Source: an optimization exercise on an open RTL-to-GDS flow (aim: small area, a short achievable clock period and few clock cycles). Production flows keep margins and buffers that such runs may drop.
At most, simulation tests tie the RTL to the original design; equivalence was not proved.
No activity file was given, so power comes from the tool's default toggle rates.

// Calculator_512bit
module Calculator_512bit #(
      parameter OPERAND_WIDTH = 512,
      parameter ADDER_WIDTH   = 128,
      parameter N_ITERATIONS  = OPERAND_WIDTH / ADDER_WIDTH
    )
    (
    input  wire                       iClk,
    input  wire                       iRst,
    input  wire                       iStart,
    input  wire [1:0]                 iSel,
    input  wire [OPERAND_WIDTH-1:0]   iOpA,
    input  wire [OPERAND_WIDTH-1:0]   iOpB,
    output wire [OPERAND_WIDTH:0]     oRes,
    output wire                       oDone);
Size: roughly 5000 cells after synthesis, ~130 flip-flops, about 1500 I/O pins.
==> module Calculator_512bit, before the edit <==
module Calculator_512bit #(
      parameter OPERAND_WIDTH = 512,
      parameter ADDER_WIDTH   = 128,
      parameter N_ITERATIONS  = OPERAND_WIDTH / ADDER_WIDTH
    )
    (
    input  wire                       iClk,
    input  wire                       iRst,
    input  wire                       iStart,
    input  wire [1:0]                 iSel,
    input  wire [OPERAND_WIDTH-1:0]   iOpA,
    input  wire [OPERAND_WIDTH-1:0]   iOpB,
    output wire [OPERAND_WIDTH:0]     oRes,
    output wire                       oDone);
    localparam W   = OPERAND_WIDTH;
    localparam BLK = 4;              
    localparam NB  = W / BLK;        
    wire          wSub = iSel[1];
    wire [W-1:0]  wT   = iOpB ^ {W{wSub}};
    wire [W-1:0]  wG   = iOpA & wT;
    wire [W-1:0]  wP   = iOpA ^ wT;
    reg  [W-1:0]  wLG, wLP;
    reg  [NB-1:0] wBG, wBP;
    integer i, k, l, j;
    always @(*) begin
        for (k = 0; k < NB; k = k + 1) begin
            wLG[k*BLK] = 1'b0;
            wLP[k*BLK] = 1'b1;
            for (j = 1; j < BLK; j = j + 1) begin
                wLG[k*BLK+j] = wG[k*BLK+j-1] | (wP[k*BLK+j-1] & wLG[k*BLK+j-1]);
                wLP[k*BLK+j] = wP[k*BLK+j-1] & wLP[k*BLK+j-1];
            end
            wBG[k] = wG[k*BLK+BLK-1] | (wP[k*BLK+BLK-1] & wLG[k*BLK+BLK-1]);
            wBP[k] = wP[k*BLK+BLK-1] & wLP[k*BLK+BLK-1];
        end
    end
    reg [NB-1:0] wSG, wSP;
    always @(*) begin
        wSG = wBG;
        wSP = wBP;
        for (l = 0; (1 << l) < NB; l = l + 1)
            for (k = 0; k < NB; k = k + 1)
                if (k & (1 << l)) begin
                    j = (k & ~((2 << l) - 1)) + (1 << l) - 1;
                    wSG[k] = wSG[k] | (wSP[k] & wSG[j]);
                    wSP[k] = wSP[k] & wSP[j];
                end
    end
    wire wCout = wSG[NB-1];         
    wire wEq   = wSP[NB-1];         
    wire wEnd  = wSub & wCout;      
    wire [NB-1:0] wC = {wSG[NB-2:0] | (wSP[NB-2:0] & {(NB-1){wEnd}}), wEnd};
    reg [NB-1:0] rC;
    reg          rCout, rEq, rInv, rAdd, rCmp, rDone;
    always @(posedge iClk) begin
        rC    <= wC;
        rCout <= wCout;
        rEq   <= wEq;
        rInv  <= wSub & ~wCout;
        rAdd  <= (iSel == 2'b01);
        rCmp  <= (iSel == 2'b10);
        rDone <= iStart & ~iRst;
    end
    reg [W-1:0] wSum;
    always @(*)
        for (i = 0; i < W; i = i + 1)
            wSum[i] = wP[i] ^ (wLG[i] | (wLP[i] & rC[i / BLK])) ^ rInv;
    localparam [W:0] MSG_A  = {"iOpA is larger", 401'd0};
    localparam [W:0] MSG_B  = {"iOpB is larger", 401'd0};
    localparam [W:0] MSG_EQ = {"iOpA equals to iOpB", 361'd0};
    wire [W:0] wMsg = rCout ? MSG_A : (rEq ? MSG_EQ : MSG_B);
    assign oRes  = rCmp ? wMsg : {rAdd & rCout, wSum};
    assign oDone = rDone;
endmodule
export LEC_CHECK = 0
export CAP_MARGIN = 20
export CORE_AREA = 5 5 305 305
export DIE_AREA = 0 0 310 310
export SETUP_SLACK_MARGIN = 3.5
export SLEW_MARGIN = 20
export TNS_END_PERCENT = 0
create_clock -name core_clock -period 8.0 [get_ports {iClk}]
standard.sh (not shown) runs the stock make flow with config.mk's settings and CLKGATE_MAP_FILE= SYNTH_SCRIPT=/design/flow/synth_recipe.tcl, a recipe that flattens the netlist after the stock synthesis.
==> flow/flow/run.sh <==
#!/bin/bash
# The standard ORFS layout, with three changes to how it is made:
#  - synthesis maps the logic with a single-pass ABC script (flow/abc.script:
#    one choice computation and one delay-oriented mapping) in place of the
#    standard five-pass speed script; everything else in synthesis, the
#    registers included, is as synth_recipe.tcl makes it;
#  - port buffers use the smallest buffer cell (buf_1); repair_design and
#    repair_timing still resize them where needed;
#  - IO pins may sit on adjacent routing tracks, so a smaller die holds all pins.
# Each tool's output goes to standard.log here and to the ORFS logs under orfs/logs.
set -euo pipefail
W=$(pwd)
export BUFFER_PORTS_ARGS="-buffer_cell sky130_fd_sc_hd__buf_1"
export PLACE_PINS_ARGS="-min_distance 1 -min_distance_in_tracks"
export FLOW_ABC_SCRIPT="$W/flow/abc.script"
{
  head -n 1 synth_recipe.tcl
  cat <<'TCL'
proc abc {args} {
  set i [lsearch -exact $args -script]
  if {$i >= 0} { lset args [expr {$i + 1}] $::env(FLOW_ABC_SCRIPT) }
  yosys abc {*}$args
}
TCL
  tail -n +2 synth_recipe.tcl
} > flow_synth.tcl
sed "s#SYNTH_SCRIPT=[^ ]*#SYNTH_SCRIPT=$W/flow_synth.tcl#" standard.sh > flow_standard.sh
grep -q "SYNTH_SCRIPT=$W/flow_synth.tcl" flow_standard.sh
bash flow_standard.sh > standard.log 2>&1
==> flow/flow/abc.script <==
&get -n
&st
&dch
&nf
&put
buffer -c
topo
stime -c
upsize -c
dnsize -c
Testbench counts at the start, summed over its fixed seeds: cycles 6,400.
Next try:
--- a/flow/design.v
+++ b/flow/design.v
@@ -52,22 +52,28 @@
     wire wEnd  = wSub & wCout;      
     wire [NB-1:0] wC = {wSG[NB-2:0] | (wSP[NB-2:0] & {(NB-1){wEnd}}), wEnd};
     reg [NB-1:0] rC;
     reg          rCout, rEq, rInv, rAdd, rCmp, rDone;
     always @(posedge iClk) begin
-        rC    <= wC;
+        rC    <= wC ^ {NB{wSub & ~wCout}};    
         rCout <= wCout;
         rEq   <= wEq;
         rInv  <= wSub & ~wCout;
         rAdd  <= (iSel == 2'b01);
         rCmp  <= (iSel == 2'b10);
         rDone <= iStart & ~iRst;
     end
-    reg [W-1:0] wSum;
+    reg [W-1:0] wCy, wSum;
+    always @(*)
+        for (k = 0; k < NB; k = k + 1) begin
+            wCy[k*BLK] = rC[k];
+            for (j = 1; j < BLK; j = j + 1)
+                wCy[k*BLK+j] = wP[k*BLK+j-1] ? wCy[k*BLK+j-1] : (iOpA[k*BLK+j-1] ^ rInv);
+        end
     always @(*)
         for (i = 0; i < W; i = i + 1)
-            wSum[i] = wP[i] ^ (wLG[i] | (wLP[i] & rC[i / BLK])) ^ rInv;
+            wSum[i] = wP[i] ^ wCy[i];
     localparam [W:0] MSG_A  = {"iOpA is larger", 401'd0};
     localparam [W:0] MSG_B  = {"iOpB is larger", 401'd0};
     localparam [W:0] MSG_EQ = {"iOpA equals to iOpB", 361'd0};
     wire [W:0] wMsg = rCout ? MSG_A : (rEq ? MSG_EQ : MSG_B);
     assign oRes  = rCmp ? wMsg : {rAdd & rCout, wSum};
Combinational power rose by about 0.6%.
Power came out higher by 2.4%.
Global-route usage went up by 2.1 points.
Fmax went down by 5.2%.
Flip-flop and latch count does not change.
Sequential power climbs by about 20%.
Clock power fell by about 0.9%.
Synthesized cell count rose by 4.3%.
Routed wire length rises by 6.9%.
Worst setup slack loses 0.29 ns.
Cell area increases by 2.1%.
Hold slack got worse by 0.012 ns.
Count of clock-buffer cells in the layout goes up by 1.
Critical path depth rose by 5.
Only the layout flow was run in the second run of this note; the RTL was not checked for function there.

[separate check: timing with driven ports]
Ports are ideal in the flow. The routed layouts listed here were re-timed in OpenROAD. Step 1: set_driving_cell puts a clkbuf_16 on iClk and a buf_2 on each other input, an assumption about the parent block. Step 2, shift: input delay + t, output delay - t, t = (earliest + latest rising clock arrival at the registers) / 2. This alone moves slack from input paths to output paths. a / b / c = ideal / step 1 / step 2; a / b = the first two.
| run | shift t [ns] | setup WS [ns] | hold slack, ns |
|---|---|---|---|
| the first run | 0.558 | 2.737 / 2.455 / 2.040 | 1.257 / 1.239 / 1.797 |
| the second run | 0.564 | 2.451 / 2.224 / 1.736 | 1.245 / 1.204 / 1.767 |
After both steps every run listed still meets setup and hold. The setup slack of the second run, which loses most, moves by -0.227 ns with the drivers and by -0.715 ns with both steps.
